Context: an optimization exercise on an open-source flow, tuned for a short achievable clock period and few clock cycles. The choices shown serve that exercise and are no tape-out recipe.
The RTL was checked by simulation tests, not by an equivalence proof against the original design.
Power and IR drop assume default switching activity.

==> 05-18 <==
// cpu
module cpu(clk,rst_n, iaddr, instr, wdata, we, addr, re, rdata, hlt);
export LEC_CHECK = 0
export ABC_AREA = 1
export ABC_CLOCK_PERIOD_IN_PS = 1000
export CAP_MARGIN = 20
export CORE_MARGIN = 2
export CORE_UTILIZATION = 30
export SETUP_SLACK_MARGIN = 4.3
export SLEW_MARGIN = 20
create_clock -name core_clock -period 6.2 [get_ports {clk}]
standard.sh (not shown) runs the stock make flow with config.mk's settings and CLKGATE_MAP_FILE= SYNTH_SCRIPT=/design/flow/synth_recipe.tcl, a recipe that flattens the netlist after the stock synthesis.
==> flow/flow/run.sh <==
#!/bin/bash
# The standard layout (the standard.sh) with two changes:
#  - synthesis does not map adders onto the library's full/half-adder cells
#    (ADDER_MAP_FILE left empty), so abc restructures the carry logic for
#    speed; registers are unchanged;
#  - every input and output port is still buffered, but with buf_4 instead
#    of the delay-cell buffer buffer_ports picks by itself.
# make's full output goes to make.log in the work folder.
set -euo pipefail
bash standard.sh ADDER_MAP_FILE= "BUFFER_PORTS_ARGS=-buffer_cell sky130_fd_sc_hd__buf_4" finish > make.log 2>&1
==> 08-13 (differences from 05-18) <==
==> flow/design.v (replaced) <==
module cpu(clk,rst_n, iaddr, instr, wdata, we, addr, re, rdata, hlt);
input clk,rst_n;
input [15:0] instr;
input [15:0] rdata;
output we, re;
output [15:0] iaddr;
output [15:0] addr;
output [15:0] wdata;
output hlt;
function [15:0] satadd;
  input [15:0] a, b;
  reg [15:0] s;
  begin
    s = a + b;
    if (a[15] == b[15] && s[15] != a[15])
      satadd = a[15] ? 16'h8000 : 16'h7fff;
    else
      satadd = s;
  end
endfunction
wire        kill_e;           
wire        redirect_ex;      
wire        redirect_id;      
wire        redirect = kill_e | redirect_ex | redirect_id;
wire [15:0] redirect_pc;
reg         stall_id;         
wire        halt_dec;         
reg         halted;
reg  [15:0] pc;
reg  [15:0] ras;              
wire [15:0] pc1 = pc + 16'd1;
wire [3:0]  if_op    = instr[15:12];
wire        if_jal   = (if_op == 4'hD);
wire        if_br    = (if_op == 4'hC) & (|instr[8:0]);
wire        if_jr    = (if_op == 4'hE);
wire [2:0]  if_cc    = instr[11:9];
wire        if_br_pt = if_br & ((&if_cc) | (if_cc == 3'b000) | (if_cc == 3'b100) | instr[8]);
wire        pc1_neg  = pc[15] ^ (&pc[14:0]);           
wire [6:0]  hi9_p1   = pc[15:9] + 7'd1;
wire [6:0]  hi9_m1   = pc[15:9] - 7'd1;
wire [3:0]  hi12_p1  = pc[15:12] + 4'd1;
wire [3:0]  hi12_m1  = pc[15:12] - 4'd1;
wire [9:0]  lo9      = {1'b0, pc[8:0]} + {1'b0, instr[8:0]} + 10'd1;
wire [6:0]  hi9      = (instr[8] == lo9[9]) ? pc[15:9] : lo9[9] ? hi9_p1 : hi9_m1;
wire [15:0] raw9     = {hi9, lo9[8:0]};
wire        ovf9     = (pc1_neg == instr[8]) & (raw9[15] != pc1_neg);
wire [15:0] tgt_br   = ovf9 ? (pc1_neg ? 16'h8000 : 16'h7fff) : raw9;
wire [12:0] lo12     = {1'b0, pc[11:0]} + {1'b0, instr[11:0]} + 13'd1;
wire [3:0]  hi12     = (instr[11] == lo12[12]) ? pc[15:12] : lo12[12] ? hi12_p1 : hi12_m1;
wire [15:0] raw12    = {hi12, lo12[11:0]};
wire        ovf12    = (pc1_neg == instr[11]) & (raw12[15] != pc1_neg);
wire [15:0] tgt_jal  = ovf12 ? (pc1_neg ? 16'h8000 : 16'h7fff) : raw12;
always @(posedge clk, negedge rst_n)
  if (!rst_n)
    pc <= 16'h0000;
  else if (redirect)
    pc <= redirect_pc;
  else if (!stall_id)
    pc <= if_jal ? tgt_jal : if_br_pt ? tgt_br : if_jr ? ras : pc1;
always @(posedge clk, negedge rst_n)
  if (!rst_n)
    ras <= 16'h0000;
  else if (!redirect && !stall_id && if_jal)
    ras <= pc1;
assign iaddr = pc;
wire p_add  = (if_op == 4'h0);
wire p_addz = (if_op == 4'h1);
wire p_sub  = (if_op == 4'h2);
wire p_and  = (if_op == 4'h3);
wire p_nor  = (if_op == 4'h4);
wire p_sll  = (if_op == 4'h5);
wire p_srl  = (if_op == 4'h6);
wire p_sra  = (if_op == 4'h7);
wire p_lw   = (if_op == 4'h8);
wire p_sw   = (if_op == 4'h9);
wire p_lhb  = (if_op == 4'hA);
wire p_llb  = (if_op == 4'hB);
wire p_hlt  = (if_op == 4'hF);
wire p_rr    = p_add | p_addz | p_sub | p_and | p_nor;    
wire p_shift = p_sll | p_srl | p_sra;
wire [3:0] p_ra  = p_lhb ? instr[11:8] : (p_llb | if_jal) ? 4'h0 : instr[7:4];
wire [3:0] p_rb  = p_sw ? instr[11:8] : instr[3:0];
wire [3:0] p_dst = if_jal ? 4'hF : instr[11:8];
wire p_use_a = p_rr | p_shift | p_lw | p_sw;
wire p_use_b = p_rr;
reg         v_d;
reg  [15:0] instr_d;
reg  [15:0] pc1_d;
reg         pt_d;             
reg  [15:0] alt_d;            
reg  [3:0]  ra_d, rb_d, dst_d;
reg         d_rr, d_sum, d_sub, d_and, d_nor, d_sll, d_shr, d_sra, d_lhb, d_wr,
            d_addz, d_lw, d_sw, d_setz, d_setnv, d_br, d_jr, d_hlt, d_jal, d_immls;
always @(posedge clk, negedge rst_n)
  if (!rst_n)
    v_d <= 1'b0;
  else if (redirect || halt_dec || halted)
    v_d <= 1'b0;
  else if (!stall_id)
    v_d <= 1'b1;
always @(posedge clk)
  if (!stall_id) begin
    instr_d <= instr;
    pc1_d   <= pc1;
    pt_d    <= if_br_pt;
    alt_d   <= if_jr ? ras : if_br_pt ? pc1 : tgt_br;
    ra_d    <= p_ra;
    rb_d    <= p_rb;
    dst_d   <= p_dst;
    d_rr    <= p_rr;
    d_sum   <= p_add | p_addz | p_lw | p_sw | p_llb | if_jal;
    d_sub   <= p_sub;
    d_and   <= p_and;
    d_nor   <= p_nor;
    d_sll   <= p_sll;
    d_shr   <= p_srl | p_sra;
    d_sra   <= p_sra;
    d_lhb   <= p_lhb;
    d_wr    <= p_rr | p_shift | p_lw | p_lhb | p_llb | if_jal;
    d_addz  <= p_addz;
    d_lw    <= p_lw;
    d_sw    <= p_sw;
    d_setz  <= p_rr | p_shift;
    d_setnv <= p_add | p_addz | p_sub;
    d_br    <= if_br;
    d_jr    <= if_jr;
    d_hlt   <= p_hlt;
    d_jal   <= if_jal;
    d_immls <= p_lw | p_sw;
  end
reg  [255:16] rf;
wire [255:0]  rf_all = {rf, 16'h0000};
wire [15:0]   rf_a = rf_all[ra_d*16 +: 16];
wire [15:0]   rf_b = rf_all[rb_d*16 +: 16];
reg         v_m_wr;           
reg  [3:0]  dst_m;
reg  [15:0] res_m;
reg         re_m, we_m;
reg  [15:0] wdata_m;
reg         jrl_m;            
reg  [15:0] alt_m;            
reg  [15:0] wb_res;           
assign kill_e = jrl_m & (wb_res != alt_m);
wire [15:0] dm_res = re_m ? rdata : res_m;
wire a_dm = v_m_wr & (dst_m == ra_d) & (|ra_d);
wire b_dm = v_m_wr & (dst_m == rb_d) & (|rb_d);
wire [15:0] a_val = a_dm ? dm_res : rf_a;
wire [15:0] y_val = b_dm ? dm_res : rf_b;
wire [15:0] imm_val = d_immls ? {{12{instr_d[3]}}, instr_d[3:0]} :
                      d_jal   ? pc1_d :
                                {{8{instr_d[7]}}, instr_d[7:0]};
wire [15:0] b_val = d_rr ? y_val : imm_val;
wire [15:0] shmask = d_sll ? (16'hffff >> instr_d[3:0]) : (16'hffff << instr_d[3:0]);
reg         v_e;
reg  [15:0] a_e, b_e, c_e, mask_e;
reg         bypA_e, bypB_e, bypC_e;
reg         f_sum_e, f_sub_e, f_and_e, f_nor_e, f_sll_e, f_shr_e, f_lhb_e, f_sh_e;
reg         sra_e;
reg  [3:0]  shamt_e;
reg  [3:0]  dst_e;
reg         wr_e, addz_e, lw_e, sw_e, setz_e, setnv_e, br_e, jr_e, pt_e;
reg  [2:0]  cc_e;
reg  [15:0] alt_e;
reg         zf, nf, vf;
wire e_live   = v_e & ~kill_e;
wire e_writes = e_live & wr_e & ~(addz_e & ~zf);
wire jr_defer = bypA_e & re_m;
assign halt_dec = v_d & d_hlt & ~stall_id & ~redirect_ex & ~kill_e;
always @(posedge clk, negedge rst_n)
  if (!rst_n)
    halted <= 1'b0;
  else if (halt_dec)
    halted <= 1'b1;
wire issue = v_d & ~stall_id & ~redirect_ex & ~kill_e & ~halted;
wire ex_setsflags = v_e & (setz_e | setnv_e);
reg  taken_id;
always @* begin
  case (instr_d[11:9])
    3'b000: taken_id = ~zf;
    3'b001: taken_id = zf;
    3'b010: taken_id = ~zf & ~nf;
    3'b011: taken_id = nf;
    3'b100: taken_id = zf | ~nf;
    3'b101: taken_id = nf | zf;
    3'b110: taken_id = vf;
    default: taken_id = 1'b1;
  endcase
end
assign redirect_id = v_d & d_br & ~ex_setsflags & (taken_id ^ pt_d) & ~redirect_ex & ~kill_e;
always @(posedge clk, negedge rst_n)
  if (!rst_n)
    stall_id <= 1'b0;
  else
    stall_id <= (issue & d_lw & (|dst_d) &
                 ((p_use_a & (p_ra == dst_d)) | (p_use_b & (p_rb == dst_d)))) |
                (issue & d_jr & p_hlt & e_writes & lw_e & (dst_e == ra_d) & (|ra_d));
always @(posedge clk, negedge rst_n)
  if (!rst_n) begin
    v_e <= 1'b0;
  end else begin
    v_e <= issue & ~d_hlt;
  end
always @(posedge clk) begin
  a_e     <= a_val;
  b_e     <= b_val;
  c_e     <= y_val;
  mask_e  <= shmask;
  bypA_e  <= e_writes & (dst_e == ra_d) & (|ra_d);
  bypB_e  <= e_writes & (dst_e == rb_d) & (|rb_d) & d_rr;
  bypC_e  <= e_writes & (dst_e == rb_d) & (|rb_d);
  f_sum_e <= d_sum;
  f_sub_e <= d_sub;
  f_and_e <= d_and;
  f_nor_e <= d_nor;
  f_sll_e <= d_sll;
  f_shr_e <= d_shr;
  f_sh_e  <= d_sll | d_shr;
  f_lhb_e <= d_lhb;
  sra_e   <= d_sra;
  shamt_e <= instr_d[3:0];
  dst_e   <= dst_d;
  wr_e    <= d_wr;
  addz_e  <= d_addz;
  lw_e    <= d_lw;
  sw_e    <= d_sw;
  setz_e  <= d_setz;
  setnv_e <= d_setnv;
  br_e    <= d_br & ex_setsflags;       
  jr_e    <= d_jr;
  pt_e    <= pt_d;
  cc_e    <= instr_d[11:9];
  alt_e   <= alt_d;
end
wire [15:0] A = bypA_e ? res_m : a_e;
wire [15:0] B = bypB_e ? res_m : b_e;
wire [15:0] Bx  = f_sub_e ? ~B : B;
wire [16:0] sum1 = {A, 1'b1} + {Bx, f_sub_e};
wire [15:0] sum = sum1[16:1];
wire sat_pos = ~A[15] & ~Bx[15] &  sum[15];
wire sat_neg =  A[15] &  Bx[15] & ~sum[15];
wire ovf = sat_pos | sat_neg;
wire [15:0] sum_sat = sat_pos ? 16'h7fff : sat_neg ? 16'h8000 : sum;
wire [15:0] shl = A << shamt_e;
wire        shin = sra_e & A[15];
wire [15:0] shr1 = shamt_e[0] ? {shin, A[15:1]} : A;
wire [15:0] shr2 = shamt_e[1] ? {{2{shin}}, shr1[15:2]} : shr1;
wire [15:0] shr4 = shamt_e[2] ? {{4{shin}}, shr2[15:4]} : shr2;
wire [15:0] shr  = shamt_e[3] ? {{8{shin}}, shr4[15:8]} : shr4;
wire [7:0] lhb_lo = bypA_e ? dm_res[7:0] : a_e[7:0];
wire [15:0] res_e = ({16{f_sum_e | f_sub_e}} & sum_sat) |
                    ({16{f_and_e}} & (A & B)) |
                    ({16{f_nor_e}} & ~(A | B)) |
                    ({16{f_sll_e}} & shl) |
                    ({16{f_shr_e}} & shr) |
                    ({16{f_lhb_e}} & {b_e[7:0], lhb_lo});
wire [15:0] c_fwd = bypC_e ? dm_res : c_e;
wire        f_ar_e = f_sum_e | f_sub_e;
wire [15:0] kin    = {A[14:0] | Bx[14:0], f_sub_e};
wire [15:0] zbits  = ({16{f_ar_e}}  & ~(A ^ Bx ^ kin)) |
                     ({16{f_and_e}} & ~(A & B)) |
                     ({16{f_nor_e}} &  (A | B)) |
                     ({16{f_sh_e}}  & ~(A & mask_e));
wire        z_e    = (&zbits) & ~(f_ar_e & A[15] & Bx[15]);
always @(posedge clk, negedge rst_n)
  if (!rst_n) begin
    zf <= 1'b0; nf <= 1'b0; vf <= 1'b0;
  end else begin
    if (e_live & setz_e)  zf <= z_e;
    if (e_live & setnv_e) begin nf <= ovf ? A[15] : sum[15]; vf <= ovf; end
  end
reg taken;
always @* begin
  case (cc_e)
    3'b000: taken = ~zf;
    3'b001: taken = zf;
    3'b010: taken = ~zf & ~nf;
    3'b011: taken = nf;
    3'b100: taken = zf | ~nf;
    3'b101: taken = nf | zf;
    3'b110: taken = vf;
    default: taken = 1'b1;
  endcase
end
wire jr_neq = bypA_e ? (res_m != alt_e) : (a_e != alt_e);
wire br_mis = e_live & br_e & (taken ^ pt_e);
wire jr_mis = e_live & jr_e & ~jr_defer & jr_neq;
assign redirect_ex = br_mis | jr_mis;
assign redirect_pc = kill_e ? wb_res : redirect_ex ? (jr_e ? A : alt_e) : alt_d;
always @(posedge clk, negedge rst_n)
  if (!rst_n) begin
    v_m_wr <= 1'b0;
    re_m   <= 1'b0;
    we_m   <= 1'b0;
    jrl_m  <= 1'b0;
  end else begin
    v_m_wr <= e_writes;
    re_m   <= e_live & lw_e;
    we_m   <= e_live & sw_e;
    jrl_m  <= e_live & jr_e & jr_defer;
  end
always @(posedge clk) begin
  alt_m   <= alt_e;
  wb_res  <= dm_res;
  dst_m   <= dst_e;
  res_m   <= res_e;
  wdata_m <= c_fwd;
end
integer k;
always @(posedge clk)
  for (k = 1; k < 16; k = k + 1)
    if (v_m_wr && (dst_m == k))
      rf[k*16 +: 16] <= dm_res;
assign addr  = res_m;
assign re    = re_m;
assign we    = we_m;
assign wdata = wdata_m;
assign hlt   = halted;
endmodule
==> flow/flow/run.sh (replaced) <==
#!/bin/bash
# The standard layout (the standard.sh), except that synthesis does not
# map adders onto the library's full/half-adder cells (ADDER_MAP_FILE left
# empty), so abc restructures the carry logic for speed.  Registers are
# unchanged.  make's full output goes to make.log in the work folder.
set -euo pipefail
bash standard.sh ADDER_MAP_FILE= finish > make.log 2>&1
- ABC_AREA: 1 -> not set
- ABC_CLOCK_PERIOD_IN_PS: 1000 -> 2000
- CORE_UTILIZATION: 30 -> 40
==> 03-11 (differences from 05-18) <==
--- a/flow/design.v
+++ b/flow/design.v
@@ -3,22 +3,14 @@
 input [15:0] instr;
 input [15:0] rdata;
 output we, re;
 output [15:0] iaddr;
 output [15:0] addr;
 output [15:0] wdata;
 output hlt;
-function [15:1] oh15;
-  input [3:0] r;
-  integer i;
-  begin
-    for (i = 1; i < 16; i = i + 1)
-      oh15[i] = (r == i);
-  end
-endfunction
 function [15:0] satadd;
   input [15:0] a, b;
   reg [15:0] s;
   begin
     s = a + b;
     if (a[15] == b[15] && s[15] != a[15])
       satadd = a[15] ? 16'h8000 : 16'h7fff;
@@ -32,45 +24,64 @@
 wire        redirect = kill_e | redirect_ex | redirect_id;
 wire [15:0] redirect_pc;
 reg         stall_id;         
 wire        halt_dec;         
 reg         halted;
 reg  [15:0] pc;
 reg  [15:0] ras;              
-wire [15:0] pc1 = pc + 16'd1;
+reg  [15:0] ras1;             
+reg  [15:0] pc1r;             
+wire [15:0] pc1 = pc1r;
 wire [3:0]  if_op    = instr[15:12];
 wire        if_jal   = (if_op == 4'hD);
 wire        if_br    = (if_op == 4'hC) & (|instr[8:0]);
 wire        if_jr    = (if_op == 4'hE);
 wire [2:0]  if_cc    = instr[11:9];
 wire        if_bra   = (if_op == 4'hC);
 wire        if_br_pt = if_bra & ((&if_cc) | (if_cc == 3'b000) | (if_cc == 3'b100) | instr[8]);
-wire [6:0]  hi9_p1   = pc[15:9] + 7'd1;
-wire [6:0]  hi9_m1   = pc[15:9] - 7'd1;
-wire [3:0]  hi12_p1  = pc[15:12] + 4'd1;
-wire [3:0]  hi12_m1  = pc[15:12] - 4'd1;
-wire [9:0]  lo9      = {1'b0, pc[8:0]} + {1'b0, instr[8:0]} + 10'd1;
-wire [6:0]  hi9      = (instr[8] == lo9[9]) ? pc[15:9] : lo9[9] ? hi9_p1 : hi9_m1;
+wire        pc1_neg  = pc1[15];                        
+wire [6:0]  hi9_p1   = pc1[15:9] + 7'd1;
+wire [6:0]  hi9_m1   = pc1[15:9] - 7'd1;
+wire [3:0]  hi12_p1  = pc1[15:12] + 4'd1;
+wire [3:0]  hi12_m1  = pc1[15:12] - 4'd1;
+wire [9:0]  lo9      = {1'b0, pc1[8:0]} + {1'b0, instr[8:0]};
+wire [6:0]  hi9      = (instr[8] == lo9[9]) ? pc1[15:9] : lo9[9] ? hi9_p1 : hi9_m1;
 wire [15:0] raw9     = {hi9, lo9[8:0]};
-wire [12:0] lo12     = {1'b0, pc[11:0]} + {1'b0, instr[11:0]} + 13'd1;
-wire [3:0]  hi12     = (instr[11] == lo12[12]) ? pc[15:12] : lo12[12] ? hi12_p1 : hi12_m1;
+wire        ovf9     = (pc1_neg == instr[8]) & (raw9[15] != pc1_neg);
+wire [9:0]  lo9p     = {1'b0, pc1[8:0]} + {1'b0, instr[8:0]} + 10'd1;
+wire [6:0]  hi9p     = (instr[8] == lo9p[9]) ? pc1[15:9] : lo9p[9] ? hi9_p1 : hi9_m1;
+wire [15:0] raw9p    = {hi9p, lo9p[8:0]};
+wire [12:0] lo12     = {1'b0, pc1[11:0]} + {1'b0, instr[11:0]};
+wire [3:0]  hi12     = (instr[11] == lo12[12]) ? pc1[15:12] : lo12[12] ? hi12_p1 : hi12_m1;
 wire [15:0] raw12    = {hi12, lo12[11:0]};
+wire        ovf12    = (pc1_neg == instr[11]) & (raw12[15] != pc1_neg);
+wire [12:0] lo12p    = {1'b0, pc1[11:0]} + {1'b0, instr[11:0]} + 13'd1;
+wire [3:0]  hi12p    = (instr[11] == lo12p[12]) ? pc1[15:12] : lo12p[12] ? hi12_p1 : hi12_m1;
+wire [15:0] raw12p   = {hi12p, lo12p[11:0]};
 wire [15:0] pred_pc  = if_jal ? raw12 : if_br_pt ? raw9 : if_jr ? ras : pc1;
+wire [15:0] pred_pc1 = if_jal ? raw12p : if_br_pt ? raw9p : if_jr ? ras1 : pc1 + 16'd1;
 wire        special  = redirect | stall_id;
 wire [15:0] spec_pc  = redirect ? redirect_pc : pc;
+wire [15:0] spec_pc1 = redirect ? redirect_pc + 16'd1 : pc1;
 always @(posedge clk, negedge rst_n)
-  if (!rst_n)
-    pc <= 16'h0000;
-  else
-    pc <= special ? spec_pc : pred_pc;
+  if (!rst_n) begin
+    pc   <= 16'h0000;
+    pc1r <= 16'h0001;
+  end else begin
+    pc   <= special ? spec_pc : pred_pc;
+    pc1r <= special ? spec_pc1 : pred_pc1;
+  end
 always @(posedge clk, negedge rst_n)
-  if (!rst_n)
-    ras <= 16'h0000;
-  else if (!redirect && !stall_id && if_jal)
-    ras <= pc1;
+  if (!rst_n) begin
+    ras  <= 16'h0000;
+    ras1 <= 16'h0001;
+  end else if (!redirect && !stall_id && if_jal) begin
+    ras  <= pc1;
+    ras1 <= pc1 + 16'd1;
+  end
 assign iaddr = pc;
 wire p_add  = (if_op == 4'h0);
 wire p_addz = (if_op == 4'h1);
 wire p_sub  = (if_op == 4'h2);
 wire p_and  = (if_op == 4'h3);
 wire p_nor  = (if_op == 4'h4);
 wire p_sll  = (if_op == 4'h5);
@@ -90,19 +101,16 @@
 wire p_use_b = p_rr;
 reg         v_d;
 reg  [15:0] instr_d;
 reg  [15:0] pc1_d;
 reg         pt_d;             
 reg  [15:0] alt_d;            
 reg  [15:0] rawb_d;           
-reg         rjs_d;            
-wire        satb_d = (pc1_d[15] == instr_d[8])  & (rawb_d[15] != pc1_d[15]);
-wire        satj_d = (pc1_d[15] == instr_d[11]) & (rjs_d != pc1_d[15]);
+reg         satb_d, satj_d;   
 reg  [3:0]  ra_d, rb_d, dst_d;
-reg  [15:1] ra_oh_d, rb_oh_d;    
 reg         d_rr, d_sum, d_sub, d_and, d_nor, d_sll, d_shr, d_sra, d_lhb, d_wr,
             d_addz, d_lw, d_sw, d_setz, d_setnv, d_br, d_jr, d_hlt, d_jal, d_immls;
 always @(posedge clk, negedge rst_n)
   if (!rst_n)
     v_d <= 1'b0;
   else if (redirect || halt_dec || halted)
     v_d <= 1'b0;
@@ -111,19 +119,18 @@
 always @(posedge clk)
   if (!stall_id) begin
     instr_d <= instr;
     pc1_d   <= pc1;
     pt_d    <= if_br_pt;
     alt_d   <= if_jr ? ras : pc1;
     rawb_d  <= raw9;
-    rjs_d   <= raw12[15];
+    satb_d  <= ovf9;
+    satj_d  <= ovf12;
     ra_d    <= p_ra;
     rb_d    <= p_rb;
-    ra_oh_d <= oh15(p_ra);
-    rb_oh_d <= oh15(p_rb);
     dst_d   <= p_dst;
     d_rr    <= p_rr;
     d_sum   <= p_add | p_addz | p_lw | p_sw | p_llb | if_jal;
     d_sub   <= p_sub;
     d_and   <= p_and;
     d_nor   <= p_nor;
     d_sll   <= p_sll;
@@ -140,24 +147,16 @@
     d_jr    <= if_jr;
     d_hlt   <= p_hlt;
     d_jal   <= if_jal;
     d_immls <= p_lw | p_sw;
   end
 reg  [255:16] rf;
 wire [255:0]  rf_all = {rf, 16'h0000};
-reg  [15:0]   rf_a, rf_b;
-integer j;
-always @* begin
-  rf_a = 16'h0000;
-  rf_b = 16'h0000;
-  for (j = 1; j < 16; j = j + 1) begin
-    rf_a = rf_a | ({16{ra_oh_d[j]}} & rf_all[j*16 +: 16]);
-    rf_b = rf_b | ({16{rb_oh_d[j]}} & rf_all[j*16 +: 16]);
-  end
-end
+wire [15:0]   rf_a = rf_all[ra_d*16 +: 16];
+wire [15:0]   rf_b = rf_all[rb_d*16 +: 16];
 reg         v_m_wr;           
 reg  [3:0]  dst_m;
 reg  [15:0] res_m;
 reg         re_m, we_m;
 reg  [15:0] wdata_m;
 reg         jrl_m;            
 reg  [15:0] alt_m;            
@@ -232,15 +231,15 @@
     v_e <= issue & ~d_hlt;
   end
 wire [15:0] res_e;            
 wire bypA_n = e_writes & (dst_e == ra_d) & (|ra_d);
 wire bypY_n = e_writes & (dst_e == rb_d) & (|rb_d);
 always @(posedge clk) begin
   a_e     <= bypA_n ? res_e : a_val;
-  b_e     <= (bypY_n & d_rr) ? (d_sub ? ~res_e : res_e) : (d_sub ? ~b_val : b_val);
+  b_e     <= (bypY_n & d_rr) ? res_e : b_val;
   c_e     <= y_val;
   mask_e  <= shmask;
   bypC_e  <= bypY_n;
   aL_e    <= bypA_n & lw_e;
   f_sum_e <= d_sum;
   f_sub_e <= d_sub;
   f_and_e <= d_and;
@@ -262,15 +261,15 @@
   jr_e    <= d_jr;
   pt_e    <= pt_d;
   cc_e    <= instr_d[11:9];
   alt_e   <= alt_id;
 end
 wire [15:0] A = a_e;
 wire [15:0] B = b_e;
-wire [15:0] Bx  = B;          
+wire [15:0] Bx  = f_sub_e ? ~B : B;
 wire [16:0] sum1 = {A, 1'b1} + {Bx, f_sub_e};
 wire [15:0] sum = sum1[16:1];
 wire sat_pos = ~A[15] & ~Bx[15] &  sum[15];
 wire sat_neg =  A[15] &  Bx[15] & ~sum[15];
 wire ovf = sat_pos | sat_neg;
 wire [15:0] sum_sat = sat_pos ? 16'h7fff : sat_neg ? 16'h8000 : sum;
 wire [15:0] shl = A << shamt_e;
- CORE_UTILIZATION: 30 -> 40
- SETUP_SLACK_MARGIN: 4.3 -> 3.8
==> out/results.txt <==
The flow ran to the end and the layout has no timing, DRC or antenna violations. Required time of the critical path: 6.77 ns. Worst hold-check slack: 0.341 ns.

Combinational logic is responsible for 40.8% of the overall power. The y dimension of the die came out at 272 µm. Net switching is 36.3% of the power. The run gives 2.79 ns as the setup slack on the worst flop-to-flop path. For the number of unique standard cell types used by synthesis, the log shows 93. Clock-pin slew was measured on the worst setup and hold paths at 0.06 ns. After synthesis, the mean cell area works out to 11.4 µm².

Start of the worst register-to-register path: bypA_e. The critical path is of the input port to flop type. After the last flow step, the layout net total stands at 2925. The top cell types in the final layout, fill and taps aside, are sky130_fd_sc_hd__edfxtp_1 (316), sky130_fd_sc_hd__buf_4 (214), sky130_fd_sc_hd__nor2_1 (152). The smallest clock period supported by the final layout is computed as 3.41 ns. In this run the most critical hold path is launched from d_setz.
That was 08-13.
==> out/results.txt <==
The run finished with no timing, DRC or antenna violations. Hold timing on the final database bottoms out at a slack of 0.339 ns. The library cells used most frequently in the layout, excluding fill and tap cells, are sky130_fd_sc_hd__nand2_1 (815), sky130_fd_sc_hd__edfxtp_1 (364), sky130_fd_sc_hd__buf_4 (340). Net switching is 39.0% of the power. Counting I/O delays and the setup requirement, the final critical path takes 2.57 ns.

In this run the most critical hold path is launched from d_wr. After the last flow step, the layout net total stands at 3952. Setup slack on the worst reg-to-reg path comes out at 3.63 ns. The mean cell area of the mapped netlist works out to 8.46 µm².

Of the total power, combinational logic draws 41.1%. Start of the worst register-to-register path: a_e[0]. The required time of the critical path was 6.72 ns. Category of the critical setup timing path: flop to flop.
That was 05-18.
==> out/results.txt <==
The worst register-to-register path begins at f_sub_e. The required time of the critical path is 6.70 ns. The flow ran to the end and the layout has no timing, DRC or antenna violations. Subtracting the final worst setup slack from the clock period gives 2.92 ns.

The share of power burned in combinational logic came out at 41.8%. After clock tree synthesis, the clock-pin slew on the worst setup and hold paths is 0.06 ns. The library cells used most frequently in the layout, excluding fill and tap cells, are sky130_fd_sc_hd__nand2_1 (715), sky130_fd_sc_hd__inv_1 (382), sky130_fd_sc_hd__o21ai_0 (366). The start point of the worst min-delay path was d_sub. The mean cell area of the mapped netlist is 8.06 µm², and the worst hold-check slack is 0.338 ns. From bottom edge to top edge, the die measures 285 µm. For the number of unique standard cell types used by synthesis, the log shows 73. The net count of the finished layout is 4305. The category of the critical setup timing path was flop to flop. Net switching is 40.9% of the power.
That was 03-11.
Testbench counts of 05-18, summed over its fixed seeds: cycles 68,708.
Testbench counts of 08-13, summed over its fixed seeds: cycles 68,708.
Testbench counts of 03-11, summed over its fixed seeds: cycles 68,708.

==> afterwards: timing with drivers on the ports <==
How much do the figures lean on ideal ports? The routed layouts below were timed once more, with nothing changed but the port constraints.
Step 1, drivers: a clkbuf_16 drives clk and a buf_2 each remaining input, both assumed.
Step 2 also shifts input and output timing later by t, the mid clock arrival at the registers, as if the neighbouring blocks saw the same clock.
a / b / c = no drivers / after step 1 / after step 2; a / b = the first two.
| run | shift t [ns] | setup WS [ns] | worst hold slack (ns) | clock arrival spread, ns | worst slew at a driven data input, ns |
|---|---|---|---|---|---|
| 05-18 | 0.706 | 3.633 / 3.578 / 2.997 | 0.339 / 0.339 / 0.339 | 0.034 / 0.034 | 0.06 |
| 08-13 | 0.694 | 2.791 / 2.793 / 2.134 | 0.341 / 0.341 / 0.341 | 0.038 / 0.039 | 0.05 |
| 03-11 | 0.686 | 3.281 / 3.281 / 2.626 | 0.338 / 0.338 / 0.338 | 0.041 / 0.041 | 0.07 |
After both steps setup and hold are still met in every run listed. The setup slack of 08-13, which loses most, moves by +0.002 ns with the drivers and by -0.657 ns with both steps.
